From an optimization exercise on the open Yosys and OpenROAD flow, aimed at small area and a short achievable clock period; shortcuts taken in it are not production practice. For this run, only the layout was checked, not whether the RTL still works. No activity file was given, so power comes from the tool's default toggle rates.

<file path="design.v">
`timescale 1ns / 1ps
module ALU(
    input [31:0] A,
    input [31:0] B,
    input [3:0] Op,
    output [31:0] C
    );
	wire sub = Op[0] | Op[2];
	wire [31:0] Bx = B ^ {32{sub}};
	wire [32:0] sum = {1'b0,A} + {1'b0,Bx} + {32'b0,sub};
	wire ltu = ~sum[32];
	wire lts = (A[31]^B[31]) ? A[31] : sum[31];
	wire lt = Op[0] ? ltu : lts;
	wire left = ~Op[1] & ~Op[0];
	wire [4:0] shamt = A[4:0];
	reg [31:0] Brev, Rrev;
	integer i;
	always @(*)
		for (i=0;i<32;i=i+1)
			Brev[i] = B[31-i];
	wire [31:0] Sin = left ? Brev : B;
	wire [31:0] Sr = $signed({Op[1]&B[31],Sin}) >>> shamt;
	always @(*)
		for (i=0;i<32;i=i+1)
			Rrev[i] = Sr[31-i];
	wire [31:0] Sh = left ? Rrev : Sr;
	reg [31:0] Lg;
	always @(*)
		case (Op[1:0])
			2'b00: Lg = A^B;
			2'b01: Lg = ~(A|B);
			2'b10: Lg = A&B;
			default: Lg = A|B;
		endcase
	assign C = Op[3] ? (Op[2] ? {31'b0,lt} : Sh) :
			   (Op[2] | Op[1]) ? Lg :
			   sum[31:0];
endmodule
`timescale 1ns / 1ps
module BJPC(
    input [31:0] PCin,
    output [31:0] PCout,
    input Branch,
    input jump,
    input [31:0] BOffset,
    input [31:0] JAddr
    );
	wire [29:0] BTarget = PCin[31:2] + BOffset[29:0] + 30'd1;
	assign PCout=(jump)?JAddr:{BTarget,PCin[1:0]};
endmodule
`timescale 1ns / 1ps
module CMP( 
			Br,
			A,
			B,
			Op);
	input [31:0] A;
	input [31:0] B;
	input [2:0] Op;
	output Br;
	assign Br = (Op==3'b000)?(A[31]):
					(Op==3'b001)?(A[31]|(A==32'b0)):
					(Op==3'b010)?(~A[31]&(A!=32'b0)):
					(Op==3'b011)?(~A[31]):
					(Op==3'b100)?(A==B):
					(Op==3'b101)?(A!=B):1'b0;
endmodule
`timescale 1ns / 1ps
module CP0( 
			IntReq,
			Dout,
			EPC,
			clk,
			rst,
			Addr,
			We,
			Din,
			PC,
			HWInt,
			EXLClr);
	input clk;
	input rst;
	input [4:0] Addr;
	input We;
	input [31:0] Din;
	input [31:0] PC;
	input [15:10] HWInt;
	input EXLClr;
	output IntReq;
	output [31:0] Dout;
	output reg [31:0] EPC;
	reg [15:10] IP;
	reg [15:10] IM;
	reg EXL,IE;
	wire [31:0] SR,Cause,PRId;
	assign IntReq=(|(HWInt&IM))&~EXL&IE;
	always @(posedge clk) begin
		if (rst) begin
			IM<=6'b111111;
			EXL<=1'b0;
			IE<=1'b1;	
		end
		else if (IntReq) begin
			EXL<=1'b1;
		end
		else if (EXLClr) begin
			EXL<=1'b0;
		end
		else if(We&&(Addr==5'd12)) begin
			IM<=Din[15:10];
			EXL<=Din[1];
			IE<=Din[0];
		end 
	end
	assign SR={16'b0,IM,8'b0,EXL,IE};
	always @(posedge clk) begin
		if (rst) begin
			IP<=6'b0;			
		end
		else if (IntReq) begin
			IP<=HWInt;
		end		
	end
	assign Cause={16'b0,IP,10'b0};
	always @(posedge clk) begin
		if (rst) begin
			EPC<=32'b0;			
		end
		else if (IntReq) begin
			EPC<=PC;
		end
		else if(We&&(Addr==5'd14)) begin
			EPC<=Din;
		end
	end
	assign PRId = 32'h14061139;
	assign Dout = (Addr==5'd12)?SR:
				  (Addr==5'd13)?Cause:
				  (Addr==5'd14)?EPC:
				  (Addr==5'd15)?PRId:
				  32'b0;
endmodule
`timescale 1ns / 1ps
module DMIN( 
			WDOut,
			DMWe,
			BE,
			WDIn,
			Addr,
			MemWrite);
	input [31:0] WDIn;
	input [1:0] Addr;
	input [1:0] MemWrite;
	output [31:0] WDOut;
	output DMWe;
	output [3:0] BE;
	wire sw,sh,sb;
	assign sw=(MemWrite==2'b11);
	assign sh=(MemWrite==2'b01);
	assign sb=(MemWrite==2'b10);
	assign BE[3]=sw|(sh&Addr[1])|(sb&Addr[1]&Addr[0]);
	assign BE[2]=sw|(sh&Addr[1])|(sb&Addr[1]&~Addr[0]);
	assign BE[1]=sw|(sh&~Addr[1])|(sb&~Addr[1]&Addr[0]);
	assign BE[0]=sw|(sh&~Addr[1])|(sb&~Addr[1]&~Addr[0]);
	assign DMWe=sw|sh|sb;
	assign WDOut=(sw)?WDIn:
				 (sh)?(Addr[1]?{WDIn[15:0],16'b0}:{16'b0,WDIn[15:0]}):
				 (sb)?((Addr==2'b00)?{24'b0,WDIn[7:0]}:
				 	   (Addr==2'b01)?{16'b0,WDIn[7:0],8'b0}:
				 	   (Addr==2'b10)?{8'b0,WDIn[7:0],16'b0}:
				 	   {Addr==2'b11}?{WDIn[7:0],24'b0}:
				 	   32'b0):
				 32'b0;
endmodule
`timescale 1ns / 1ps
module EXT(
    input [15:0] imm16,
    input [1:0] EXTOp,
    output [31:0] imm32
    );
	assign imm32=(EXTOp==2'b00)?{16'b0,imm16}:
					 (EXTOp==2'b01)?{{16{imm16[15]}},imm16}:
					 ((EXTOp==2'b10)||(EXTOp==2'b11))?{imm16,16'b0}:
					 32'hffff_ffff;
endmodule
`timescale 1ns / 1ps
module HazardUnit( 
			Forward_rs_D,
			Forward_rs_E,
			Forward_rt_D,
			Forward_rt_E,
			Forward_rt_M,
			stall_D,
			stall_E,
			RegWrite_E,
			RegWrite_M,
			RegWrite_W,
			RegWriteSrcE_E,
			RegWriteSrcM_E,
			RegWriteSrcM_M,
			RFA3_E,
			RFA3_M,
			RFA3_W,
			rs_D,
			rs_E,
			rt_D,
			rt_E,
			rt_M,
			rsUseInID_D,
			rsUseInEXE_D,
			rsUseInEXE_E,
			rtUseInID_D,
			rtUseInEXE_D,
			rtUseInEXE_E,
			MnDStart_E,
			MnDBusy_E,
			MnDWe_D,
			MnDMove_D,
			MnDStart_D);
	input RegWrite_E,RegWrite_M,RegWrite_W;
	input [1:0] RegWriteSrcE_E,RegWriteSrcM_M,RegWriteSrcM_E;
	input [4:0] RFA3_E,RFA3_M,RFA3_W;
	input [4:0] rs_D,rs_E;
	input [4:0] rt_D,rt_E,rt_M;
	input rsUseInID_D,rsUseInEXE_D,rsUseInEXE_E;
	input rtUseInID_D,rtUseInEXE_D,rtUseInEXE_E;
	input MnDStart_E,MnDBusy_E;
	input MnDWe_D,MnDMove_D,MnDStart_D;
	output reg [1:0] Forward_rs_D,Forward_rs_E;
	output reg [1:0] Forward_rt_D,Forward_rt_E;
	output reg Forward_rt_M;
	output reg stall_D,stall_E;
	always@(*)
		begin
			if(RegWrite_E&&rs_D==RFA3_E&&RFA3_E!=5'b0&&RegWriteSrcE_E==2'b11)			 
				Forward_rs_D=2'b01;										
			else if(RegWrite_M&&rs_D==RFA3_M&&RFA3_M!=5'b0&&RegWriteSrcM_M==2'b11) 		 
				Forward_rs_D=2'b10;										
			else
				Forward_rs_D=2'b00; 							 
			if(RegWrite_E&&rt_D==RFA3_E&&RFA3_E!=5'b0&&RegWriteSrcE_E==2'b11)
				Forward_rt_D=2'b01;
			else if(RegWrite_M&&rt_D==RFA3_M&&RFA3_M!=5'b0&&RegWriteSrcM_M==2'b11)
				Forward_rt_D=2'b10;
			else
				Forward_rt_D=2'b00;
			if(RegWrite_M&&rs_E==RFA3_M&&RFA3_M!=5'b0&&RegWriteSrcM_M==2'b11) 			 
				Forward_rs_E=2'b01; 											 
			else if(RegWrite_W&&rs_E==RFA3_W&&RFA3_W!=5'b0)										 
				Forward_rs_E=2'b10;											 
			else
				Forward_rs_E=2'b00; 							 
			if(RegWrite_M&&rt_E==RFA3_M&&RFA3_M!=5'b0)
				Forward_rt_E=2'b01;
			else if(RegWrite_W&&rt_E==RFA3_W&&RFA3_W!=5'b0)
				Forward_rt_E=2'b10;
			else
				Forward_rt_E=2'b00;
			if(RegWrite_W&&rt_M==RFA3_W&&RFA3_W!=5'b0) 			 
				Forward_rt_M=1; 								 
			else
				Forward_rt_M=0;
			if(RegWrite_E&&rs_D==RFA3_E&&RFA3_E!=5'b0&&RegWriteSrcE_E!=2'b11&&rsUseInID_D)
				stall_D=1;
			else if(RegWrite_M&&rs_D==RFA3_M&&RFA3_M!=5'b0&&RegWriteSrcM_M!=2'b11&&rsUseInID_D)
				stall_D=1;
			else if(RegWrite_E&&rt_D==RFA3_E&&RFA3_E!=5'b0&&RegWriteSrcE_E!=2'b11&&rtUseInID_D)
				stall_D=1;
			else if(RegWrite_M&&rt_D==RFA3_M&&RFA3_M!=5'b0&&RegWriteSrcM_M!=2'b11&&rtUseInID_D)
				stall_D=1;
			else if((MnDStart_E||MnDBusy_E)&&(MnDWe_D||MnDMove_D||MnDStart_D))		 
				stall_D=1;
			else if(RegWrite_E && RegWriteSrcM_E!=2'b11 &&
			   ((rsUseInEXE_D && RFA3_E==rs_D && rs_D!=5'b0)||
			   	(rtUseInEXE_D && RFA3_E==rt_D && rt_D!=5'b0)))
				stall_D=1;
			else
				stall_D=0;
			if(RegWrite_M&&rs_E==RFA3_M&&RFA3_M!=5'b0&&RegWriteSrcM_M!=2'b11&&rsUseInEXE_E)
				stall_E=1;
			else if(RegWrite_M&&rt_E==RFA3_M&&RFA3_M!=5'b0&&RegWriteSrcM_M!=2'b11&&rtUseInEXE_E)
				stall_E=1;
			else
				stall_E=0;
		end
endmodule
`timescale 1ns / 1ps
module LOADOUT( 
			Dout,
			A,
			Din,
			Op);
	input [1:0] A;
	input [31:0] Din;
	input [2:0] Op;
	output [31:0] Dout;
	wire lh,lb,lhu,lbu;
	wire [7:0] Byte;
	wire [15:0] Half;
	assign Byte=(A==2'b00)?Din[7:0]:
				(A==2'b01)?Din[15:8]:
				(A==2'b10)?Din[23:16]:
				(A==2'b11)?Din[31:24]:
				8'b0;
	assign Half=(A[1])?Din[31:16]:Din[15:0];
	assign lb=(Op==3'b010);
	assign lh=(Op==3'b100);
	assign lbu=(Op==3'b001);
	assign lhu=(Op==3'b011);
	assign Dout = (lbu)?{24'b0,Byte}:
				  (lhu)?{16'b0,Half}:
				  (lb)?{{24{Byte[7]}},Byte}:
				  (lh)?{{16{Half[15]}},Half}:
				  Din;
endmodule
`timescale 1ns / 1ps
module MULandDIV( 
			Busy,
			HI,
			LO,
			clk,
			rst,
			D1,
			D2,
			HiLo,
			Op,
			Start,
			We);
	input clk,rst;
	input [31:0] D1,D2;
	input HiLo;
	input [1:0] Op;
	input Start;
	input We;
	output reg Busy;
	output reg [31:0] HI,LO;
	reg [31:0] M;
	reg [5:0] count;
	reg [1:0] OpReg;
	reg DivZ,NegQ,NegR;
	wire sgn = OpReg[0];
	wire isdiv = OpReg[1];
	wire c0 = (count==6'd0);
	wire dstep = ~c0 & ~count[5] | (count==6'd32);	 
	wire fixR = (count==6'd33);
	wire fixQ = (count==6'd34);
	wire mlast = (count==6'd10);
	wire [35:0] Aext = {{4{sgn&M[31]}},M};
	wire [35:0] Hext = {{4{sgn&HI[31]}},HI};
	wire mneg = mlast&sgn&LO[1];
	wire [35:0] pp0 = LO[0] ? Aext : 36'b0;
	wire [35:0] pp1 = LO[1] ? {Aext[34:0],1'b0} : 36'b0;
	wire [35:0] pp2 = (LO[2]&~mlast) ? {Aext[33:0],2'b0} : 36'b0;
	wire madd = sgn&M[31];			 
	wire [31:0] NegSrc = fixR ? HI : LO;
	wire [35:0] X = ~isdiv ? Hext : dstep ? {3'b0,HI,LO[31]} : 36'b0;
	wire [35:0] Y = ~isdiv ? pp0 :
					dstep ? (madd ? Aext : ~{4'b0,M}) :
					{4'hf,~NegSrc};
	wire [35:0] Z = ~isdiv ? (mneg ? ~pp1 : pp1) : 36'b0;
	wire [35:0] W = ~isdiv ? pp2 : 36'b0;
	wire cin = ~isdiv ? mneg : ~(dstep & madd);
	wire [35:0] sum = X + Y + Z + W + {35'b0,cin};
	always@(posedge clk)
		begin
			if(rst)
				begin
					HI<=32'b0;
					LO<=32'b0;
					Busy<=1'b0;
					count<=6'b0;
				end
			else if(We)
				begin
					if(HiLo)
						HI<=D1;
					else
						LO<=D1;
				end
			else if(Start==1'b1 && Busy==1'b0)
				begin
					Busy<=1'b1;
					OpReg<=Op;
					DivZ<=(D2==32'b0);
					if(Op[1])
						begin
							M<=D2;
							if(D2!=32'b0)
								LO<=D1;
						end
					else
						begin
							M<=D1;
							LO<=D2;
							HI<=32'b0;
						end
				end
			else if(Busy==1'b1)
				begin
					if(!isdiv)
						begin
							if(mlast)
								begin
									HI<=sum[33:2];
									LO<={sum[1:0],LO[31:2]};
									count<=6'b0;
									Busy<=1'b0;
								end
							else
								begin
									HI<=sum[34:3];
									LO<={sum[2:0],LO[31:3]};
									count<=count+1;
								end
						end
					else
						begin
							if(count==6'd40)
								begin
									count<=6'b0;
									Busy<=1'b0;
								end
							else
								count<=count+1;
							if(c0)
								begin
									NegQ<=sgn&(LO[31]^M[31]);
									NegR<=sgn&LO[31];
								end
							if(!DivZ)
								begin
									if(c0)
										begin
											HI<=32'b0;
											if(sgn&LO[31])
												LO<=sum[31:0];
										end
									else if(dstep)
										begin
											if(!sum[35])
												begin
													HI<=sum[31:0];
													LO<={LO[30:0],1'b1};
												end
											else
												begin
													HI<={HI[30:0],LO[31]};
													LO<={LO[30:0],1'b0};
												end
										end
									else if(fixR)
										begin
											if(NegR)
												HI<=sum[31:0];
										end
									else if(fixQ)
										begin
											if(NegQ)
												LO<=sum[31:0];
										end
								end
						end
				end
		end
endmodule
`timescale 1ns / 1ps
module PC(
    input clk,
    input rst,
    input en,
    input [31:0] nextPC,
    output reg [31:0] currentPC
    );
	always@(posedge clk)
		begin
			if(rst)
				currentPC<=32'h0000_3000;
			else if(en)
				currentPC<=nextPC;
		end
endmodule
`timescale 1ns / 1ps
module PR_EXE_MEM(
	input clk,
	input PR_EXE_MEM_Clr,
	input [31:0] ALUResult_E,
	input [31:0] RD2_Forward_E,
	input [4:0] RFA3_E,
	input [4:0] rt_E,
	input [1:0] MemWrite_E,
	input [2:0] LoadOp_E,
	input RegWrite_E,
	input [1:0] RegWriteSrcM_E,
	input [31:0] currentPC_E,
	input [4:0] rd_E,
	input EXLClr_E,
	input CP0_We_E,
	input BorJ_E,
	output reg [31:0] ALUResult_M,
	output reg [31:0] RD2_M,
	output reg [4:0] RFA3_M,
	output reg [4:0] rt_M,
	output reg [1:0] MemWrite_M,
	output reg [2:0] LoadOp_M,
	output reg RegWrite_M,
	output reg [1:0] RegWriteSrcM_M,
	output reg [31:0] currentPC_M,
	output reg [4:0] rd_M,
	output reg EXLClr_M,
	output reg CP0_We_M,
	output reg BorJ_M);
	always@(posedge clk)
		begin
			ALUResult_M<=ALUResult_E;
			currentPC_M<=currentPC_E;
			if(PR_EXE_MEM_Clr)
				begin
					RegWrite_M<=1'b0;
					MemWrite_M<=2'b0;
				end
			else
				begin
					RD2_M<=RD2_Forward_E;
					RFA3_M<=RFA3_E;
					rt_M<=rt_E;
					MemWrite_M<=MemWrite_E;
					LoadOp_M<=LoadOp_E;
					RegWrite_M<=RegWrite_E;
					RegWriteSrcM_M<=RegWriteSrcM_E;
					EXLClr_M<=EXLClr_E;
					CP0_We_M<=CP0_We_E;
					rd_M<=rd_E;
					BorJ_M<=BorJ_E;
				end
		end
endmodule
`timescale 1ns / 1ps
module PR_ID_EXE( 
			ALUSrcA_E,
			ALUSrcB_E,
			ALUOp_E,
			MemWrite_E,
			LoadOp_E,
			RegWrite_E,
			RegWriteSrcD_E,
			RegWriteSrcE_E,
			RegWriteSrcM_E,
			RD1_E,
			RD2_E,
			imm16_E,
			EXTOp_E,
			rs_E,
			rt_E,
			RFA3_E,
			rsUseInEXE_E,
			rtUseInEXE_E,
			MnDOp_E,
			MnDWe_E,
			MnDStart_E,
			MnDHiLo_E,
			currentPC_E,
			EXLClr_E,
			CP0_We_E,
			BorJ_E,
			clk,
			PR_ID_EXE_En,
			PR_ID_EXE_Clr,
			RD1_Forward_D,
			RD2_Forward_D,
			imm16_D,
			EXTOp_D,
			rs_D,
			rt_D,
			RFA3_D,
			ALUSrcA_D,
			ALUSrcB_D,
			ALUOp_D,
			MemWrite_D,
			LoadOp_D,
			RegWrite_D,
			RegWriteSrcD_D,
			RegWriteSrcE_D,
			RegWriteSrcM_D,
			rsUseInEXE_D,
			rtUseInEXE_D,
			MnDOp_D,
			MnDWe_D,
			MnDStart_D,
			MnDHiLo_D,
			currentPC_D,
			EXLClr_D,
			CP0_We_D,
			BorJ_D);
	input clk;
	input PR_ID_EXE_En;
	input PR_ID_EXE_Clr;
	input [31:0] RD1_Forward_D,RD2_Forward_D;
	input [15:0] imm16_D;
	input [1:0] EXTOp_D;
	input [4:0] rs_D,rt_D,RFA3_D;
	input ALUSrcA_D;
	input ALUSrcB_D;
	input [3:0] ALUOp_D;
	input [1:0] MemWrite_D;
	input [2:0] LoadOp_D;
	input RegWrite_D;
	input RegWriteSrcD_D;
	input [1:0] RegWriteSrcE_D;
	input [1:0] RegWriteSrcM_D;
	input rsUseInEXE_D,rtUseInEXE_D;
	input [1:0] MnDOp_D;
	input MnDWe_D;
	input MnDStart_D;
	input MnDHiLo_D;
	input [31:0] currentPC_D;
	input EXLClr_D;
	input CP0_We_D;
	input BorJ_D;
	output reg ALUSrcA_E;
	output reg ALUSrcB_E;
	output reg [3:0] ALUOp_E;
	output reg [1:0] MemWrite_E;
	output reg [2:0] LoadOp_E;
	output reg RegWrite_E;
	output reg RegWriteSrcD_E;
	output reg [1:0] RegWriteSrcE_E;
	output reg [1:0] RegWriteSrcM_E;
	output reg [31:0] RD1_E,RD2_E;
	output reg [15:0] imm16_E;
	output reg [1:0] EXTOp_E;
	output reg [4:0] rs_E,rt_E,RFA3_E;
	output reg rsUseInEXE_E,rtUseInEXE_E;
	output reg [1:0] MnDOp_E;
	output reg MnDWe_E;
	output reg MnDStart_E;
	output reg MnDHiLo_E;
	output reg [31:0] currentPC_E;
	output reg EXLClr_E;
	output reg CP0_We_E;
	output reg BorJ_E;
	always@(posedge clk)
		begin
			if (PR_ID_EXE_Clr)
				begin
					RegWrite_E<=1'b0;
					MemWrite_E<=2'b0;
					MnDStart_E<=1'b0;
					MnDWe_E<=1'b0;
					rs_E<=5'b0;
					rt_E<=5'b0;
					RFA3_E<=5'b0;
					currentPC_E<=currentPC_D;
				end
			else if(PR_ID_EXE_En)
				begin
					RD1_E<=RD1_Forward_D;
					RD2_E<=RD2_Forward_D;
					imm16_E<=imm16_D;
					EXTOp_E<=EXTOp_D;
					rs_E<=rs_D;
					rt_E<=rt_D;
					RFA3_E<=RFA3_D;
					ALUSrcA_E<=ALUSrcA_D;
					ALUSrcB_E<=ALUSrcB_D;
					ALUOp_E<=ALUOp_D;
					MemWrite_E<=MemWrite_D;
					LoadOp_E<=LoadOp_D;
					RegWrite_E<=RegWrite_D;
					RegWriteSrcD_E<=RegWriteSrcD_D;
					RegWriteSrcE_E<=RegWriteSrcE_D;
					RegWriteSrcM_E<=RegWriteSrcM_D;
					rsUseInEXE_E<=rsUseInEXE_D;
					rtUseInEXE_E<=rtUseInEXE_D;
					MnDOp_E<=MnDOp_D;
					MnDWe_E<=MnDWe_D;
					MnDStart_E<=MnDStart_D;
					MnDHiLo_E<=MnDHiLo_D;
					currentPC_E<=currentPC_D;
					EXLClr_E<=EXLClr_D;
					CP0_We_E<=CP0_We_D;
					BorJ_E<=BorJ_D;
				end
		end
endmodule
`timescale 1ns / 1ps
module PR_IF_ID( 
			Instr_D,
			currentPC_D,
			clk,
			rst,
			PR_IF_ID_Clr,
			PR_IF_ID_En,
			Instr_F,
			currentPC_F);
	input clk,rst;
	input PR_IF_ID_Clr;
	input PR_IF_ID_En;
	input [31:0]Instr_F;
	input [31:0]currentPC_F;
	output reg [31:0]Instr_D;
	output reg [31:0]currentPC_D;
	always@(posedge clk)
		begin
			if(PR_IF_ID_Clr||rst)
				begin
					Instr_D<=32'h0000_0000;
					currentPC_D<=32'h0000_3000;
				end
			else if(PR_IF_ID_En)
				begin
					Instr_D<=Instr_F;
					currentPC_D<=currentPC_F;
				end
		end
endmodule
`timescale 1ns / 1ps
module PR_MEM_WB(
	input clk,
	input PR_MEM_WB_Clr,
	input [4:0] RFA3_M,
	input [31:0] RFWD_M,
	input RegWrite_M,
	input [31:0] currentPC_M,
	input BorJ_M,
	input EXLClr_M,
	output reg [4:0] RFA3_W,
	output reg [31:0] RFWDM_W,
	output reg RegWrite_W,
	output reg [31:0] currentPC_W,
	output reg BorJ_W,
	output reg EXLClr_W);
	always@(posedge clk)
		begin
			RFA3_W<=RFA3_M;
			RFWDM_W<=RFWD_M;
			if(PR_MEM_WB_Clr)
				begin
					RegWrite_W<=0;
				end
			else
				begin
					RegWrite_W<=RegWrite_M;
					currentPC_W<=currentPC_M;
					BorJ_W<=BorJ_M;
					EXLClr_W<=EXLClr_M;
				end
		end
endmodule
module RegFile(
    input Clk,
    input Rst,
    input [4:0] A1,
    input [4:0] A2,
    input [4:0] A3,
    input [31:0] WD,
    input We,
    output [31:0] RD1,
    output [31:0] RD2
    );
	wire [31:0] wd = WD & {32{~Rst}};
	wire [32*32-1:0] flat;
	assign flat[31:0] = 32'b0;
	genvar i;
	generate for (i=1;i<32;i=i+1) begin : g
		reg [31:0] r;
		always @(posedge Clk)
			if (Rst | (We && A3==i))
				r <= wd;
		assign flat[i*32+31:i*32] = r;
	end endgenerate
	wire [31:0] g1 = flat[A1*32 +: 32];
	wire [31:0] g2 = flat[A2*32 +: 32];
	assign RD1=(A1==5'b0)?32'b0:(We==1&&A1==A3)?WD:g1;
	assign RD2=(A2==5'b0)?32'b0:(We==1&&A2==A3)?WD:g2;
endmodule
`timescale 1ns / 1ps
module Controller( 
			RegWrite,
			jump,
			JumpSrc,
			RegWriteSrcD,
			RegWriteSrcE,
			RegWriteSrcM,
			Branch,
			CMPOp,
			MemWrite,
			LoadOp,
			ALUOp,
			ALUSrcB,
			ALUSrcA,
			RegDst,
			EXTOp,
			rsUseInID,
			rsUseInEXE,
			rtUseInID,
			rtUseInEXE,
			MnDOp,
			MnDWe,
			MnDStart,
			MnDHiLo,
			MnDMove,
			EXLClr,
			CP0_We,
			op,
			funct,
			rs,
			rt);
	input [5:0] op,funct;
	input [4:0] rs,rt;
	output RegWrite,jump,JumpSrc;
	output RegWriteSrcD;
	output [1:0] RegWriteSrcE;
	output [1:0] RegWriteSrcM;
	output Branch;
	output [2:0] CMPOp;
	output [1:0] MemWrite;
	output [2:0] LoadOp;
	output [3:0] ALUOp;
	output ALUSrcB,ALUSrcA;
	output [1:0] RegDst,EXTOp;
	output rsUseInID,rsUseInEXE;
	output rtUseInID,rtUseInEXE;
	output [1:0] MnDOp;
	output MnDWe,MnDStart,MnDHiLo,MnDMove;
	output EXLClr,CP0_We;
	wire R,add,addu,sub,subu,And,Or,Xor,Nor,sll,srl,sra,sllv,srlv,srav,slt,sltu,jr,jalr;
	wire R_Shift,R_Arithmetic;
	wire addi,addiu,andi,ori,xori,lui,slti,sltiu,I_Arithmetic;
	wire lw,lh,lb,lhu,lbu,Load;
	wire sw,sh,sb,Store;
	wire beq,bne,bltz,blez,bgtz,bgez,branch,REGIMM;
	wire j,jal;
	wire mult,multu,div,divu,mfhi,mflo,mthi,mtlo;
	wire COP0,eret,mfc0,mtc0;
	assign R    =(op==6'b000000);
	assign add  =R&(funct==6'b100000);
	assign addu =R&(funct==6'b100001);
	assign sub  =R&(funct==6'b100010);
	assign subu =R&(funct==6'b100011); 
	assign And  =R&(funct==6'b100100);
	assign Or   =R&(funct==6'b100101);
	assign Xor  =R&(funct==6'b100110);
	assign Nor  =R&(funct==6'b100111);
	assign sll  =R&(funct==6'b000000);
	assign srl  =R&(funct==6'b000010);
	assign sra  =R&(funct==6'b000011);
	assign sllv =R&(funct==6'b000100);
	assign srlv =R&(funct==6'b000110);
	assign srav =R&(funct==6'b000111);
	assign slt  =R&(funct==6'b101010);	
	assign sltu =R&(funct==6'b101011);
	assign mult =R&(funct==6'b011000);
	assign multu=R&(funct==6'b011001);
	assign div  =R&(funct==6'b011010);
	assign divu =R&(funct==6'b011011);
	assign mfhi =R&(funct==6'b010000);
	assign mflo =R&(funct==6'b010010);
	assign mthi =R&(funct==6'b010001);
	assign mtlo =R&(funct==6'b010011);
	assign R_Shift=sll|srl|sra|sllv|srlv|srav;
	assign R_Arithmetic=add|addu|sub|subu|And|Or|Xor|Nor|sllv|srlv|srav|slt|sltu;
	assign jr   =R&(funct==6'b001000);
	assign jalr =R&(funct==6'b001001);
	assign addi =(op==6'b001000);
	assign addiu=(op==6'b001001);
	assign andi =(op==6'b001100);
	assign ori  =(op==6'b001101);
	assign xori =(op==6'b001110);
	assign lui  =(op==6'b001111);
	assign slti =(op==6'b001010);
	assign sltiu=(op==6'b001011);
	assign I_Arithmetic=addi|addiu|andi|ori|xori|lui|slti|sltiu;
	assign lw   =(op==6'b100011);
	assign lh   =(op==6'b100001);
	assign lb   =(op==6'b100000);
	assign lhu  =(op==6'b100101);
	assign lbu  =(op==6'b100100);
	assign sw   =(op==6'b101011);
	assign sh   =(op==6'b101001);
	assign sb   =(op==6'b101000);
	assign Load=lw|lh|lb|lhu|lbu;
	assign Store=sw|sh|sb;
	assign REGIMM=(op==6'b000001);
	assign beq  =(op==6'b000100);
	assign bne  =(op==6'b000101);
	assign bltz =REGIMM&(rt==5'b00000);
	assign blez =(op==6'b000110);
	assign bgtz =(op==6'b000111);
	assign bgez =REGIMM&(rt==5'b00001);
	assign branch=beq|bne|bltz|blez|bgtz|bgez;
	assign j    =(op==6'b000010);
	assign jal  =(op==6'b000011);
	assign COP0 =(op==6'b010000);
	assign eret =COP0&(funct==6'b011000);
	assign mfc0 =COP0&(rs==5'b00000);
	assign mtc0 =COP0&(rs==5'b00100);
	assign RegDst[1]=jal;
	assign RegDst[0]=I_Arithmetic|Load|mfc0;
	assign RegWrite=R_Arithmetic|R_Shift|I_Arithmetic|Load|jal|jalr|mfhi|mflo|mfc0;
	assign ALUSrcB=I_Arithmetic|Load|Store;
	assign ALUSrcA=sll|srl|sra;
	assign ALUOp[3]=R_Shift|slt|sltu|slti|sltiu;
	assign ALUOp[2]=Xor|Nor|xori|slt|sltu|slti|sltiu;
	assign ALUOp[1]=And|andi|Or|ori|sra|srav;
	assign ALUOp[0]=sub|subu|Or|ori|Nor|beq|srl|srlv|sltu|sltiu;
	assign EXTOp[1]=lui;
	assign EXTOp[0]=addi|addiu|slti|sltiu|Load|Store|branch;
	assign CMPOp[2]=beq|bne;
	assign CMPOp[1]=bgtz|bgez;
	assign CMPOp[0]=bne|blez|bgez;
	assign RegWriteSrcD=jal|jalr;
	assign RegWriteSrcE[1]=jal|jalr|lui|mfhi;
	assign RegWriteSrcE[0]=jal|jalr|lui|mflo;
	assign RegWriteSrcM[1]=~Load;
	assign RegWriteSrcM[0]=~Load&~mfc0;
	assign MemWrite[1]=sw|sb;
	assign MemWrite[0]=sw|sh;
	assign LoadOp[2]=lh;
	assign LoadOp[1]=lb|lhu;
	assign LoadOp[0]=lhu|lbu;
	assign Branch=branch;
	assign jump=j|jr|jal|jalr;
	assign JumpSrc=jr|jalr;
	assign rsUseInID=branch|jr|jalr;
	assign rtUseInID=beq|bne;
	assign rsUseInEXE=R_Arithmetic|I_Arithmetic|Load|Store|mult|multu|div|divu|mthi|mtlo;
	assign rtUseInEXE=R_Arithmetic|sll|srl|sra|mult|multu|div|divu|mtc0;
	assign MnDOp[1] = div|divu;
	assign MnDOp[0] = mult|div;
	assign MnDWe = mthi|mtlo;
	assign MnDStart = mult|multu|div|divu;
	assign MnDHiLo = mthi;
	assign MnDMove = mfhi|mflo;
	assign EXLClr = eret;
	assign CP0_We = mtc0;
endmodule
`timescale 1ns / 1ps
module CPU(
    input clk,
    input rst,
    input [31:0] PrRD,
    input [15:10] HWInt,
    output [31:0] PrAddr,
    output [31:0] PrWD,
    output PrWe,
    output [12:2] IAddr,
    input [31:0] IRD,
    output [11:2] DAddr,
    output [3:0] DBE,
    output [31:0] DWD,
    output DWe,
    input [31:0] DRD
    );
	wire [31:0]currentPC_F,nextPC_F,NormalnextPC_F,eretPC_F;
	wire [31:0]Instr_F;
	wire NormalPCSrc_F;
	wire [1:0] PCSrc_F;
	wire [31:0]IMaddr_F;
	wire [31:0]Instr_D;
	wire [5:0] op_D,funct_D;
	wire [4:0] rs_D,rt_D,rd_D;
	wire [4:0] shamt_D;
	wire [15:0]imm16_D;
	wire [25:0]imm26_D;
	wire [31:0]currentPC_D,PCplus8_D;
	wire [31:0]JAddr_D,JImm_D;
	wire [31:0]BorJPC_D;
	wire BorJ_D;
	wire CMPResult_D;
	wire [31:0] RD1_D,RD2_D;
	wire [4:0] RFA3_D;
	wire [31:0] RD1_Forward_D,RD2_Forward_D;
	wire [31:0]imm32_D;
	wire [31:0]currentPC_E;
	wire [31:0] RD1_E,RD2_E,imm32_E;
	wire [31:0] RD1_Forward_E,RD2_Forward_E;
	wire [4:0] rs_E,rt_E,rd_E,RFA3_E;
	wire [31:0] ALUinA_E,ALUinB_E;
	wire [4:0] shamt_E;
	wire [31:0] ALUResult_E;
	wire [31:0] PCplus8_E;
	wire [31:0] RFWD_E;
	wire MnDBusy_E;
	wire [31:0] HI_E,LO_E;
	wire BorJ_E;
	wire [31:0]currentPC_M;
	wire [31:0]ALUResult_M;
	wire [31:0]RD2_M,RD2_Forward_M;
	wire [4:0]RFA3_M;
	wire [4:0]rt_M,rd_M;
	wire [31:0] DMRD_M;
	wire [31:0] RFWD_M,RFWDE_M;
	wire DMWe_M;
	wire [31:0] DMWD_M;
	wire [3:0] BE_M;
	wire [31:0] DMlowAddr_M;
	wire [31:0] HI_M,LO_M;
	wire [31:0] LoadOut_M;
	wire [1:0] ByteAddr_M;
	wire BorJ_M;
	wire [31:0]LoadOut_W;
	wire [31:0]LoadResult_W;
	wire [31:0]DMRD_W;
	wire [1:0] ByteAddr_W;
	wire [4:0]RFA3_W;
	wire [31:0]RFWD_W,RFWDM_W;
	wire [31:0] currentPC_W;
	wire BorJ_W;
	wire [1:0]EXTOp_D;
	wire Branch_D; 
	wire jump_D;
	wire JumpSrc_D;
	wire [1:0]RegDst_D;
	wire ALUSrcA_D;
	wire ALUSrcB_D;
	wire [3:0]ALUOp_D;
	wire [1:0]MemWrite_D;
	wire [2:0]LoadOp_D;
	wire RegWrite_D;
	wire RegWriteSrcD_D;
	wire [1:0]RegWriteSrcE_D;
	wire [1:0]RegWriteSrcM_D;
	wire rsUseInID_D,rsUseInEXE_D;
	wire rtUseInID_D,rtUseInEXE_D;
	wire [2:0] CMPOp_D;
	wire [1:0] MnDOp_D;
	wire MnDWe_D,MnDStart_D,MnDHiLo_D,MnDMove_D;
	wire EXLClr_D;
	wire CP0_We_D;
	wire ALUSrcA_E;
	wire ALUSrcB_E;
	wire [3:0]ALUOp_E;
	wire [1:0]MemWrite_E;
	wire [2:0]LoadOp_E;
	wire RegWrite_E;
	wire RegWriteSrcD_E;
	wire [1:0]RegWriteSrcE_E;
	wire [1:0]RegWriteSrcM_E;
	wire rsUseInEXE_E;
	wire rtUseInEXE_E;
	wire [1:0] MnDOp_E;
	wire MnDWe_E,MnDStart_E,MnDHiLo_E;
	wire EXLClr_E;
	wire CP0_We_E;
	wire [1:0]MemWrite_M;
	wire [2:0]LoadOp_M;
	wire RegWrite_M;
	wire [1:0]RegWriteSrcE_M;
	wire [1:0]RegWriteSrcM_M;
	wire EXLClr_M;
	wire CP0_We_M;
	wire RegWrite_W;
	wire [1:0]RegWriteSrcM_W;
	wire [2:0]LoadOp_W;
	wire EXLClr_W;
	wire [1:0] Forward_rs_D,Forward_rs_E;
	wire [1:0] Forward_rt_D,Forward_rt_E;
	wire Forward_rt_M;
	wire stall_D,stall_E;
	wire PC_En;
	wire PR_IF_ID_En,PR_ID_EXE_En;
	wire PR_IF_ID_Clr,PR_ID_EXE_Clr,PR_EXE_MEM_Clr,PR_MEM_WB_Clr;
	wire IntReq;
	wire [31:0] CP0_Out_M,CP0_Out_W; 
	wire [31:0] CP0_PCin;
	wire [31:0] EPC;
	assign NormalPCSrc_F=(Branch_D&CMPResult_D)|jump_D;
	assign NormalnextPC_F=(NormalPCSrc_F)?BorJPC_D:(currentPC_F+4);
	assign eretPC_F=(CP0_We_E&&(rd_E==5'd14))?RD2_Forward_E:
					(CP0_We_M&&(rd_M==5'd14))?RD2_Forward_M:
					EPC;
	assign PCSrc_F[1]=IntReq|EXLClr_D;
	assign PCSrc_F[0]=EXLClr_D;	
	assign nextPC_F=(PCSrc_F[1]==1'b1)?
						((PCSrc_F[0]==1'b1)?eretPC_F:32'h0000_4180):
						NormalnextPC_F;
	assign IMaddr_F=currentPC_F-32'h0000_3000;
	PC PC(.clk(clk),.rst(rst),.en(PC_En),.nextPC(nextPC_F),.currentPC(currentPC_F));
	assign IAddr=IMaddr_F[12:2];
	assign Instr_F=IRD;
PR_IF_ID IF_ID( 
			.Instr_D(Instr_D[31:0]),
			.currentPC_D(currentPC_D[31:0]),
			.clk(clk),
			.rst(rst),
			.PR_IF_ID_Clr(PR_IF_ID_Clr),
			.PR_IF_ID_En(PR_IF_ID_En),
			.Instr_F(Instr_F[31:0]),
			.currentPC_F(currentPC_F[31:0]));
	assign op_D=Instr_D[31:26];
	assign funct_D=Instr_D[5:0];
	assign rs_D=Instr_D[25:21];
	assign rt_D=Instr_D[20:16];
	assign rd_D=Instr_D[15:11];
	assign shamt_D=Instr_D[10:6];
	assign imm16_D=Instr_D[15:0];
	assign imm26_D=Instr_D[25:0];
	RegFile RF(.Clk(clk),.Rst(rst),.A1(rs_D),.A2(rt_D),.A3(RFA3_W),
				  .WD(RFWD_W),.We(RegWrite_W),.RD1(RD1_D),.RD2(RD2_D));
	assign RD1_Forward_D=(Forward_rs_D==2'b01)?RFWD_E:
						 (Forward_rs_D==2'b10)?RFWD_M:
						 RD1_D;
	assign RD2_Forward_D=(Forward_rt_D==2'b01)?RFWD_E:
						 (Forward_rt_D==2'b10)?RFWD_M:
						 RD2_D;
	EXT EXT(.imm16(imm16_D),.EXTOp(EXTOp_D),.imm32(imm32_D));
	assign JImm_D={currentPC_D[31:28],imm26_D,2'b00};
	assign JAddr_D=(JumpSrc_D)?RD1_Forward_D:JImm_D;
	CMP CMP(.A(RD1_Forward_D),.B(RD2_Forward_D),.Op(CMPOp_D),.Br(CMPResult_D));
	BJPC BJPC(.PCin(currentPC_D),.PCout(BorJPC_D),
				 .Branch(Branch_D),.jump(jump_D),.BOffset(imm32_D),.JAddr(JAddr_D));
	assign BorJ_D = Branch_D|jump_D;
	assign RFA3_D=(RegDst_D[1])?5'b11111:
				  (RegDst_D[0])?rt_D:rd_D;
PR_ID_EXE ID_EXE( 
			.ALUSrcA_E(ALUSrcA_E),
			.ALUSrcB_E(ALUSrcB_E),
			.ALUOp_E(ALUOp_E[3:0]),
			.MemWrite_E(MemWrite_E[1:0]),
			.LoadOp_E(LoadOp_E[2:0]),
			.RegWrite_E(RegWrite_E),
			.RegWriteSrcE_E(RegWriteSrcE_E[1:0]),
			.RegWriteSrcD_E(RegWriteSrcD_E),
			.RegWriteSrcM_E(RegWriteSrcM_E[1:0]),
			.RD1_E(RD1_E[31:0]),
			.RD2_E(RD2_E[31:0]),
			.imm16_E(imm16_E),
			.EXTOp_E(EXTOp_E),
			.rs_E(rs_E[4:0]),
			.rt_E(rt_E[4:0]),
			.RFA3_E(RFA3_E[4:0]),
			.rsUseInEXE_E(rsUseInEXE_E),
			.rtUseInEXE_E(rtUseInEXE_E),
			.MnDOp_E(MnDOp_E[1:0]),
			.MnDWe_E(MnDWe_E),
			.MnDStart_E(MnDStart_E),
			.MnDHiLo_E(MnDHiLo_E),
			.currentPC_E(currentPC_E[31:0]),
			.EXLClr_E(EXLClr_E),
			.CP0_We_E(CP0_We_E),
			.BorJ_E(BorJ_E),
			.clk(clk),
			.PR_ID_EXE_En(PR_ID_EXE_En),
			.PR_ID_EXE_Clr(PR_ID_EXE_Clr),
			.RD1_Forward_D(RD1_Forward_D[31:0]),
			.RD2_Forward_D(RD2_Forward_D[31:0]),
			.imm16_D(imm16_D),
			.EXTOp_D(EXTOp_D),
			.rs_D(rs_D[4:0]),
			.rt_D(rt_D[4:0]),
			.RFA3_D(RFA3_D[4:0]),
			.ALUSrcA_D(ALUSrcA_D),
			.ALUSrcB_D(ALUSrcB_D),
			.ALUOp_D(ALUOp_D[3:0]),
			.MemWrite_D(MemWrite_D[1:0]),
			.LoadOp_D(LoadOp_D[2:0]),
			.RegWrite_D(RegWrite_D),
			.RegWriteSrcD_D(RegWriteSrcD_D),
			.RegWriteSrcE_D(RegWriteSrcE_D[1:0]),
			.RegWriteSrcM_D(RegWriteSrcM_D[1:0]),
			.rsUseInEXE_D(rsUseInEXE_D),
			.rtUseInEXE_D(rtUseInEXE_D),
			.MnDOp_D(MnDOp_D[1:0]),
			.MnDWe_D(MnDWe_D),
			.MnDStart_D(MnDStart_D),
			.MnDHiLo_D(MnDHiLo_D),
			.currentPC_D(currentPC_D[31:0]),
			.EXLClr_D(EXLClr_D),
			.CP0_We_D(CP0_We_D),
			.BorJ_D(BorJ_D));
	assign RD1_Forward_E=(Forward_rs_E==2'b01)?RFWD_M:
						 (Forward_rs_E==2'b10)?RFWD_W:
						 RD1_E;
	assign RD2_Forward_E=(Forward_rt_E==2'b01)?RFWD_M:
						 (Forward_rt_E==2'b10)?RFWD_W:
						 RD2_E;
	wire [15:0] imm16_E;
	wire [1:0] EXTOp_E;
	assign shamt_E=imm16_E[10:6];
	assign rd_E=imm16_E[15:11];
	EXT EXT_E(.imm16(imm16_E),.EXTOp(EXTOp_E),.imm32(imm32_E));
	assign ALUinA_E=(ALUSrcA_E)?({26'b0,shamt_E}):RD1_Forward_E;
	assign ALUinB_E=(ALUSrcB_E)?imm32_E:RD2_Forward_E;
	assign PCplus8_E=currentPC_E+32'd8;
	assign RFWD_E=(RegWriteSrcD_E)?PCplus8_E:imm32_E;
	wire [31:0] Res_E=(RegWriteSrcE_E==2'b00)?ALUResult_E:
				  (RegWriteSrcE_E==2'b01)?LO_E:
				  (RegWriteSrcE_E==2'b10)?HI_E:
				  RFWD_E;
	ALU ALU(.A(ALUinA_E),.B(ALUinB_E),.Op(ALUOp_E),.C(ALUResult_E));
	MULandDIV MULandDIV( 
			.Busy(MnDBusy_E),
			.HI(HI_E),
			.LO(LO_E),
			.clk(clk),
			.rst(rst),
			.D1(RD1_Forward_E),
			.D2(RD2_Forward_E),
			.HiLo(MnDHiLo_E),
			.Op(MnDOp_E),
			.Start(MnDStart_E&(~IntReq)),
			.We(MnDWe_E&(~IntReq)));
PR_EXE_MEM EXE_MEM( 
			.ALUResult_M(ALUResult_M[31:0]),
			.RD2_M(RD2_M[31:0]),
			.RFA3_M(RFA3_M[4:0]),
			.rt_M(rt_M[4:0]),
			.MemWrite_M(MemWrite_M[1:0]),
			.LoadOp_M(LoadOp_M[2:0]),
			.RegWrite_M(RegWrite_M),
			.RegWriteSrcM_M(RegWriteSrcM_M[1:0]),
			.currentPC_M(currentPC_M[31:0]),
			.rd_M(rd_M[4:0]),
			.EXLClr_M(EXLClr_M),
			.CP0_We_M(CP0_We_M),
			.BorJ_M(BorJ_M),
			.clk(clk),
			.PR_EXE_MEM_Clr(PR_EXE_MEM_Clr),
			.ALUResult_E(Res_E),
			.RD2_Forward_E(RD2_Forward_E[31:0]),
			.RFA3_E(RFA3_E[4:0]),
			.rt_E(rt_E[4:0]),
			.MemWrite_E(MemWrite_E[1:0]),
			.LoadOp_E(LoadOp_E[2:0]),
			.RegWrite_E(RegWrite_E),
			.RegWriteSrcM_E(RegWriteSrcM_E[1:0]),
			.currentPC_E(currentPC_E[31:0]),
			.rd_E(rd_E[4:0]),
			.EXLClr_E(EXLClr_E),
			.CP0_We_E(CP0_We_E),
			.BorJ_E(BorJ_E));
	assign RD2_Forward_M=(Forward_rt_M)?RFWD_W:RD2_M;
	assign RFWD_M=ALUResult_M;
	wire [31:0] Res_M=(RegWriteSrcM_M[1])?
					((RegWriteSrcM_M[0])?RFWD_M:CP0_Out_M):
					LoadResult_M;
	assign DMlowAddr_M=ALUResult_M;
	assign ByteAddr_M=DMlowAddr_M[1:0];
	assign PrWD = RD2_Forward_M;
	assign PrAddr = DMlowAddr_M;
	assign PrWe = (MemWrite_M[1]&MemWrite_M[0])&(~IntReq);
	DMIN DMIN(.WDOut(DMWD_M),
			  .DMWe(DMWe_M),
			  .BE(BE_M),
			  .WDIn(RD2_Forward_M),
			  .Addr(DMlowAddr_M[1:0]),
			  .MemWrite(MemWrite_M));
	assign DAddr=DMlowAddr_M[11:2];
	assign DBE=BE_M;
	assign DWD=DMWD_M;
	assign DWe=DMWe_M&(~IntReq)&(DMlowAddr_M[31:8]!=24'h0000_7f);
	assign DMRD_M=DRD;
	assign LoadOut_M = (DMlowAddr_M[31:8]==24'h0000_7f)?PrRD:DMRD_M;
	wire [31:0] LoadResult_M;
	LOADOUT LOADOUT( 
			.Dout(LoadResult_M),
			.A(ByteAddr_M),
			.Din(LoadOut_M),
			.Op(LoadOp_M));
PR_MEM_WB MEM_WB( 
			.RFA3_W(RFA3_W[4:0]),
			.RFWDM_W(RFWDM_W[31:0]),
			.RegWrite_W(RegWrite_W),
			.currentPC_W(currentPC_W[31:0]),
			.BorJ_W(BorJ_W),
			.EXLClr_W(EXLClr_W),
			.clk(clk),
			.PR_MEM_WB_Clr(PR_MEM_WB_Clr),
			.RFA3_M(RFA3_M[4:0]),
			.RFWD_M(Res_M),
			.RegWrite_M(RegWrite_M),
			.currentPC_M(currentPC_M[31:0]),
			.BorJ_M(BorJ_M),
			.EXLClr_M(EXLClr_M));
	assign RFWD_W=RFWDM_W;
Controller Controller( 
			.RegWrite(RegWrite_D),
			.jump(jump_D),
			.JumpSrc(JumpSrc_D),
			.RegWriteSrcD(RegWriteSrcD_D),
			.RegWriteSrcE(RegWriteSrcE_D),
			.RegWriteSrcM(RegWriteSrcM_D),
			.Branch(Branch_D),
			.CMPOp(CMPOp_D),
			.MemWrite(MemWrite_D),
			.LoadOp(LoadOp_D),
			.ALUOp(ALUOp_D),
			.ALUSrcB(ALUSrcB_D),
			.ALUSrcA(ALUSrcA_D),
			.RegDst(RegDst_D),
			.EXTOp(EXTOp_D),
			.rsUseInID(rsUseInID_D),
			.rsUseInEXE(rsUseInEXE_D),
			.rtUseInID(rtUseInID_D),
			.rtUseInEXE(rtUseInEXE_D),
			.MnDOp(MnDOp_D),
			.MnDWe(MnDWe_D),
			.MnDStart(MnDStart_D),
			.MnDHiLo(MnDHiLo_D),
			.MnDMove(MnDMove_D),
			.EXLClr(EXLClr_D),
			.CP0_We(CP0_We_D),
			.op(op_D),
			.funct(funct_D),
			.rs(rs_D),
			.rt(rt_D));
HazardUnit HazardUnit( 
			.Forward_rs_D(Forward_rs_D[1:0]),
			.Forward_rs_E(Forward_rs_E[1:0]),
			.Forward_rt_D(Forward_rt_D[1:0]),
			.Forward_rt_E(Forward_rt_E[1:0]),
			.Forward_rt_M(Forward_rt_M),
			.stall_D(stall_D),
			.stall_E(stall_E),
			.RegWrite_E(RegWrite_E),
			.RegWrite_M(RegWrite_M),
			.RegWrite_W(RegWrite_W),
			.RegWriteSrcE_E(RegWriteSrcE_E[1:0]),
			.RegWriteSrcM_M(RegWriteSrcM_M[1:0]),
			.RegWriteSrcM_E(RegWriteSrcM_E[1:0]),
			.RFA3_E(RFA3_E[4:0]),
			.RFA3_M(RFA3_M[4:0]),
			.RFA3_W(RFA3_W[4:0]),
			.rs_D(rs_D[4:0]),
			.rs_E(rs_E[4:0]),
			.rt_D(rt_D[4:0]),
			.rt_E(rt_E[4:0]),
			.rt_M(rt_M[4:0]),
			.rsUseInID_D(rsUseInID_D),
			.rsUseInEXE_D(rsUseInEXE_D),
			.rsUseInEXE_E(rsUseInEXE_E),
			.rtUseInID_D(rtUseInID_D),
			.rtUseInEXE_D(rtUseInEXE_D),
			.rtUseInEXE_E(rtUseInEXE_E),
			.MnDStart_E(MnDStart_E),
			.MnDBusy_E(MnDBusy_E),
			.MnDWe_D(MnDWe_D),
			.MnDMove_D(MnDMove_D),
			.MnDStart_D(MnDStart_D));
	assign PC_En=(~(stall_D|stall_E))|IntReq;
	assign PR_IF_ID_En=~(stall_D|stall_E);
	assign PR_ID_EXE_En=~stall_E;
	assign PR_IF_ID_Clr=rst|IntReq|EXLClr_D;
	assign PR_ID_EXE_Clr=stall_D&~stall_E|IntReq;
	assign PR_EXE_MEM_Clr=stall_E|IntReq;
	assign PR_MEM_WB_Clr=(IntReq&~EXLClr_E);
	assign CP0_PCin = (BorJ_W)?currentPC_W:
					  (EXLClr_E)?currentPC_F:
					  (EXLClr_M)?currentPC_D:
					  (EXLClr_W)?currentPC_E:
					  currentPC_M;
	CP0 CP0( 
			.IntReq(IntReq),
			.Dout(CP0_Out_M),
			.EPC(EPC[31:0]),
			.clk(clk),
			.rst(rst),
			.Addr(rd_M),
			.We(CP0_We_M&(~IntReq)),
			.Din(RD2_Forward_M),
			.PC(CP0_PCin),
			.HWInt(HWInt),
			.EXLClr(EXLClr_D));
endmodule
</file>
<file path="run.sh">
#!/bin/bash
# synth_recipe.tcl (not shown) runs the flow's synth.tcl, then flattens the netlist and writes it again
# the make line also repeats each setting of config.mk as NAME=value (left out here)
make -C /OpenROAD-flow-scripts/flow DESIGN_CONFIG=/design/flow/config.mk WORK_HOME=/design/flow/orfs CLKGATE_MAP_FILE= SYNTH_SCRIPT=/design/flow/synth_recipe.tcl finish
</file>
<file path="config.mk">
export PLATFORM = sky130hd
export DESIGN_NAME = CPU
export DESIGN_NICKNAME = CPU
export VERILOG_FILES = /design/flow/design.v
export SDC_FILE = /design/flow/constraint.sdc
export NUM_CORES = 4
export LEC_CHECK = 0
export CAP_MARGIN = 20
export CORE_MARGIN = 2
export CORE_UTILIZATION = 30
export GPL_ROUTABILITY_DRIVEN = 1
export PLACE_DENSITY = 0.42
export SLEW_MARGIN = 20
</file>
<file path="constraint.sdc">
create_clock -name core_clock -period 12.0 [get_ports {clk}]
set_input_delay 2.4000 -clock core_clock [delete_from_list [all_inputs] [get_ports {clk}]]
set_output_delay 2.4000 -clock core_clock [all_outputs]
set_load 0.01 [all_outputs]
</file>
==> results.toml <==
[floorplanning]
coreArea_mm2 = 0.321
dieArea_mm2 = 0.328
initial_core_util_pct = 30.2
dieWidth_um = 572
fp.dieH_um = 572
io_pins = 227
placement_rows = 208

[detailed_routing]
dr_total_vias = 81021
1st_pass_router_iterations = 8
drt_iter0_drc = 10903
total_drc_errors_in_the_routed_layout = 0
via_per_inst = 6.11
detail-route-antenna-nets = 0
drt-total-wl_um = 499000
detail_route.wl_per_cell_um = 37.7

[cells_and_area]
drive_gt1_share_pct = 17.1
final-seq-area_mm2 = 0.0445
fillCellCount = 31790
final_core_utilization_pct = 34.7
final_cells = 13255
nNetsFinal = 9119
multi_input_comb_area_mm2 = 0.0490
layout-area-overhead-vs-synth_pct = 15.0

[synth]
synth-warning-count = 10
synth_top_area_share_pct = 38.8
post_synth_main_area_contributors = "sky130_fd_sc_hd__edfxtp_1 (39%), sky130_fd_sc_hd__mux4_2 (11%), sky130_fd_sc_hd__dfxtp_1 (7.0%), sky130_fd_sc_hd__mux2i_1 (4.1%), sky130_fd_sc_hd__nand2_1 (3.3%)"
synth-main-ff-cell = "sky130_fd_sc_hd__edfxtp_1"
synth-edff-count = 1254
ys_async_sr_fraction_pct = 0
syn_area_per_cell_um2 = 11.1
yosysTopAreaCell = "sky130_fd_sc_hd__edfxtp_1"
syn-instance-count = 8695
synth_cell_type_count = 113
ys_ff_latch = 1592
syn_area_mm2 = 0.0969
yosysSeqAreaShare_pct = 45.8
net_count_of_the_mapped_netlist = 9036

[global_routing]
pin_count_of_the_biggest_net_entering_global_routing = 137
antenna_found_initial = 53
global_router_s_overall_resource_usage_pct = 29.7
grt_overflow = 0
first_global_vias = 77789
grt_pass1_wl_um = 675000

[sta]
unrepaired_setup_endpoints_after_global_routing = "no"
layout_worst_path_cycle_share_pct = 69.4
post-route-worst-setup-slack_ns = 3.67
worstMarginPinSlew_ns = 1.32
timing.max_slew.rel_slack_pct = 11.2
setup-tns-final_ns = 0
final.setup_skew_ns = 0.0688
setup_violations = 0
hold_viol = 0
max_freq_mhz = 120
final-max-slew-violation-count = 0
hold-worst-slack_ns = 0.418
min_period_ns = 8.33

[clock_tree]
cts-hold-fix-buffers = 0
h-tree-depth = 4
cts-resized-gates = 0
post_cts_buffers = 0
cts_inserted_buffers = 193
cts_tree = "built"
cts.sink_count = 1592
cts_root_buf = "sky130_fd_sc_hd__clkbuf_16"
cts_buffer_depth = 4
clk_pin_slew_worst_paths_ns = 0.06
worst_skew_pair.late_latency_ns = 0.92

[worst_setup_path]
regToRegStartpoint = "MULandDIV.count[0]"
timing.reg2reg.worst_path_depth = 27
timing.critical_path.from = "MULandDIV.count[0]"
worst_setup_path_endpoint = "MULandDIV.HI[13]"
worst_r2r_endpoint = "MULandDIV.HI[13]"
worstSetupEndpointType = "flop"
required_ns = 12.78
timing.critical_path.arrival_ns = 9.11
rrSetupSlack_ns = 3.67
path_max_fanout = 52
critPathKind = "flop to flop"
start_kind = "flop"

[pwr]
sequentialPowerShare_pct = 40.8
net-switching-power_mw = 5.53
combinationalPowerShare_pct = 22.7
pwr_density_cell_mw_per_mm2 = 151
static-leakage-power_nw = 39.0
pwr-share-clk_pct = 36.5
power_switching_share_pct = 32.8
power.internal_mw = 11.3
vdd_drop_max_mv = 0.114

[job]
timing.max_cap.violations = 0

[placement]
final_weighted_congestion_in_routability_driven_placement = 0.976
place.detailed.hpwl_um = 348000
port_buffers = 226
place_worst_setup_slack_ns = 3.77
numPlacedInstances = 12886

[min_path]
hold_path.class = "flop to flop"

[run_status]
run_status = "finished clean"
[stage by stage]
step | total power [mW] | area [um^2]
floorplan | 8.81 | 96900
global placement | 10.7 | 105000
detailed placement | 10.7 | 105000
CTS | 16.8 | 111000
global route | 17.3 | 111000
finish | 16.9 | 111000
[final cells by class]
class | instances | area share [%]
Inverter | 224 | 0.755
Antenna cell | 19 | 0.0426
Timing Repair Buffer | 609 | 4.72
Multi-Input combinational cell | 6158 | 44.0
Clock inverter | 99 | 1.02
Sequential cell | 1592 | 39.9
Clock buffer | 249 | 4.75
Tap cell | 4305 | 4.83
[registers in the layout, summed over array words and instances (netlist names), 6 cells and up]
register / cells
CP0.EPC: 32
CP0.IM: 6
CP0.IP: 6
EXE_MEM.ALUResult_M: 32
EXE_MEM.RD2_M: 32
EXE_MEM.currentPC_M: 32
ID_EXE.RD1_E: 32
ID_EXE.RD2_E: 32
ID_EXE.currentPC_E: 32
ID_EXE.imm16_E: 16
IF_ID.Instr_D: 32
IF_ID.currentPC_D: 32
MEM_WB.RFWDM_W: 32
MEM_WB.currentPC_W: 32
MULandDIV.HI: 32
MULandDIV.LO: 32
MULandDIV.M: 32
MULandDIV.count: 6
PC.currentPC: 32
RF.g.r: 992
[power groups by stage]
stage / logic [mW] / registers (mW) / clock network (mW)
finish: 3.82 / 6.88 / 6.16
global route: 3.95 / 6.91 / 6.41
CTS: 3.72 / 6.87 / 6.21
detailed placement: 3.70 / 6.98 / 0
global placement: 3.70 / 6.96 / 0
floorplan: 2.03 / 6.78 / 0
[kinds of logic (layout without fill, tap and decap cells)]
| logic type | after synthesis | in the layout | share of synthesized area, % |
|---|---|---|---|
| AO/OA/AOI/OAI | 2195 | 2195 | 15.0 |
| XOR/XNOR | 268 | 268 | 2.42 |
| adder cells (fa/ha/maj) | 238 | 238 | 3.61 |
| buffers and inverters | 945 | 1181 | 4.35 |
| flip-flops | 1592 | 1592 | 45.8 |
| multiplexers | 1046 | 1046 | 17.2 |
| other | 0 | 19 | 0 |
| AND/OR/NAND/NOR | 2411 | 2411 | 11.6 |
[metal layers]
metal / part of all wire [%] / track usage, %
met4: 6.2 / 15.9
met2: 45 / 46.4
met1: 40 / 38.5
met3: 8.8 / 6.16
met5: 0.066 / 0
[critical path, cell delays in order, from the launching register on]
cell	delay, ns
sky130_fd_sc_hd__dfxtp_1	0.34
sky130_fd_sc_hd__inv_1	0.12
sky130_fd_sc_hd__ha_1	0.23
sky130_fd_sc_hd__nand2_1	0.19
sky130_fd_sc_hd__or2_2	0.44
sky130_fd_sc_hd__nand2_1	0.10
sky130_fd_sc_hd__buf_4	0.39
sky130_fd_sc_hd__nor2_1	0.12
sky130_fd_sc_hd__mux2_2	0.28
sky130_fd_sc_hd__buf_4	0.25
sky130_fd_sc_hd__a221o_1	0.43
sky130_fd_sc_hd__fa_1	0.56
sky130_fd_sc_hd__fa_1	0.43
sky130_fd_sc_hd__ha_1	0.37
sky130_fd_sc_hd__a21o_1	0.19
sky130_fd_sc_hd__a21o_1	0.17
sky130_fd_sc_hd__a21oi_1	0.24
sky130_fd_sc_hd__o21ai_0	0.15
sky130_fd_sc_hd__a21o_1	0.21
sky130_fd_sc_hd__or3_1	0.33
sky130_fd_sc_hd__o311ai_0	0.34
sky130_fd_sc_hd__buf_4	0.21
sky130_fd_sc_hd__a211oi_1	0.12
sky130_fd_sc_hd__or3_1	0.42
sky130_fd_sc_hd__nand4_1	0.13
sky130_fd_sc_hd__buf_4	0.52
sky130_fd_sc_hd__or4b_2	0.63
sky130_fd_sc_hd__a311oi_1	0.26
[cell usage in the layout (no fill, tap or decap), types with 37 or more instances in the layout]
| cell type | synthesis | layout |
|---|---|---|
| sky130_fd_sc_hd__o31ai_1 | 67 | 66 |
| sky130_fd_sc_hd__nor4_1 | 74 | 71 |
| sky130_fd_sc_hd__o21ai_0 | 407 | 381 |
| sky130_fd_sc_hd__a22o_1 | 48 | 48 |
| sky130_fd_sc_hd__nand2b_1 | 49 | 48 |
| sky130_fd_sc_hd__nand2_1 | 844 | 844 |
| sky130_fd_sc_hd__xor2_1 | 133 | 132 |
| sky130_fd_sc_hd__a22oi_1 | 100 | 100 |
| sky130_fd_sc_hd__o221ai_1 | 38 | 37 |
| sky130_fd_sc_hd__clkdlybuf4s50_1 | 0 | 225 |
| sky130_fd_sc_hd__and2_1 | 70 | 71 |
| sky130_fd_sc_hd__nand3_1 | 186 | 186 |
| sky130_fd_sc_hd__a211oi_1 | 122 | 122 |
| sky130_fd_sc_hd__dfxtp_1 | 338 | 327 |
| sky130_fd_sc_hd__a21o_1 | 76 | 65 |
| sky130_fd_sc_hd__clkbuf_16 | 0 | 197 |
| sky130_fd_sc_hd__mux2_2 | 167 | 167 |
| sky130_fd_sc_hd__and3_1 | 75 | 74 |
| sky130_fd_sc_hd__a21oi_1 | 582 | 581 |
| sky130_fd_sc_hd__mux2i_1 | 399 | 392 |
| sky130_fd_sc_hd__inv_1 | 215 | 213 |
| sky130_fd_sc_hd__edfxtp_1 | 1254 | 1254 |
| sky130_fd_sc_hd__nor3_1 | 114 | 109 |
| sky130_fd_sc_hd__a31oi_1 | 117 | 116 |
| sky130_fd_sc_hd__fa_1 | 70 | 70 |
| sky130_fd_sc_hd__xnor2_1 | 135 | 135 |
| sky130_fd_sc_hd__nor2_1 | 629 | 613 |
| sky130_fd_sc_hd__nand4_1 | 99 | 99 |
| sky130_fd_sc_hd__a221oi_1 | 132 | 131 |
| sky130_fd_sc_hd__o211ai_1 | 65 | 65 |
| sky130_fd_sc_hd__mux4_2 | 478 | 478 |
| sky130_fd_sc_hd__buf_4 | 70 | 371 |
| sky130_fd_sc_hd__ha_1 | 167 | 167 |
| sky130_fd_sc_hd__nor2b_1 | 112 | 74 |
| sky130_fd_sc_hd__o22ai_1 | 96 | 96 |
[worst min path at each step]
stage / from / end / slack [ns] / cells past startpoint
floorplan: ID_EXE.currentPC_E[10] / EXE_MEM.currentPC_M[10] / 0.34 / 0
global placement: EXE_MEM.currentPC_M[2] / MEM_WB.currentPC_W[2] / 0.40 / 0
detailed placement: EXE_MEM.BorJ_M / MEM_WB.BorJ_W / 0.41 / 0
CTS: EXE_MEM.BorJ_M / MEM_WB.BorJ_W / 0.42 / 0
global route: EXE_MEM.BorJ_M / MEM_WB.BorJ_W / 0.43 / 0
finish: EXE_MEM.BorJ_M / MEM_WB.BorJ_W / 0.42 / 0
[Yosys cell counts (186+ instances only)]
cell type,count
sky130_fd_sc_hd__a21oi_1,582
sky130_fd_sc_hd__nor2_1,629
sky130_fd_sc_hd__nand3_1,186
sky130_fd_sc_hd__dfxtp_1,338
sky130_fd_sc_hd__o21ai_0,407
sky130_fd_sc_hd__inv_1,215
sky130_fd_sc_hd__edfxtp_1,1254
sky130_fd_sc_hd__mux4_2,478
sky130_fd_sc_hd__clkbuf_1,426
sky130_fd_sc_hd__mux2i_1,399
sky130_fd_sc_hd__nand2_1,844

[re-timing with driven ports]
The flow's constraints put no driver on any port. The routed layout listed below was extracted and timed again, unchanged, in two steps. Step 1 sets driving cells, clkbuf_16 on the clock port and buf_2 on the other inputs (assumed; they add their load-dependent delay and slew). Step 2 also shifts input and output timing later by t, the mid clock arrival at the registers, as if the neighbouring blocks saw the same clock. a / b / c = no drivers / after step 1 / after step 2; a / b = the first two.
t (ns): 0.981
setup slack, ns: 3.672 / 3.672 / 3.672
slew at the worst register clock pin (ns): 0.07 / 0.07
worst data-port slew with drivers (ns): 0.09
After both steps this run still meets setup and hold. The setup slack of this run moves by 0.000 ns with the drivers and by 0.000 ns with both steps.
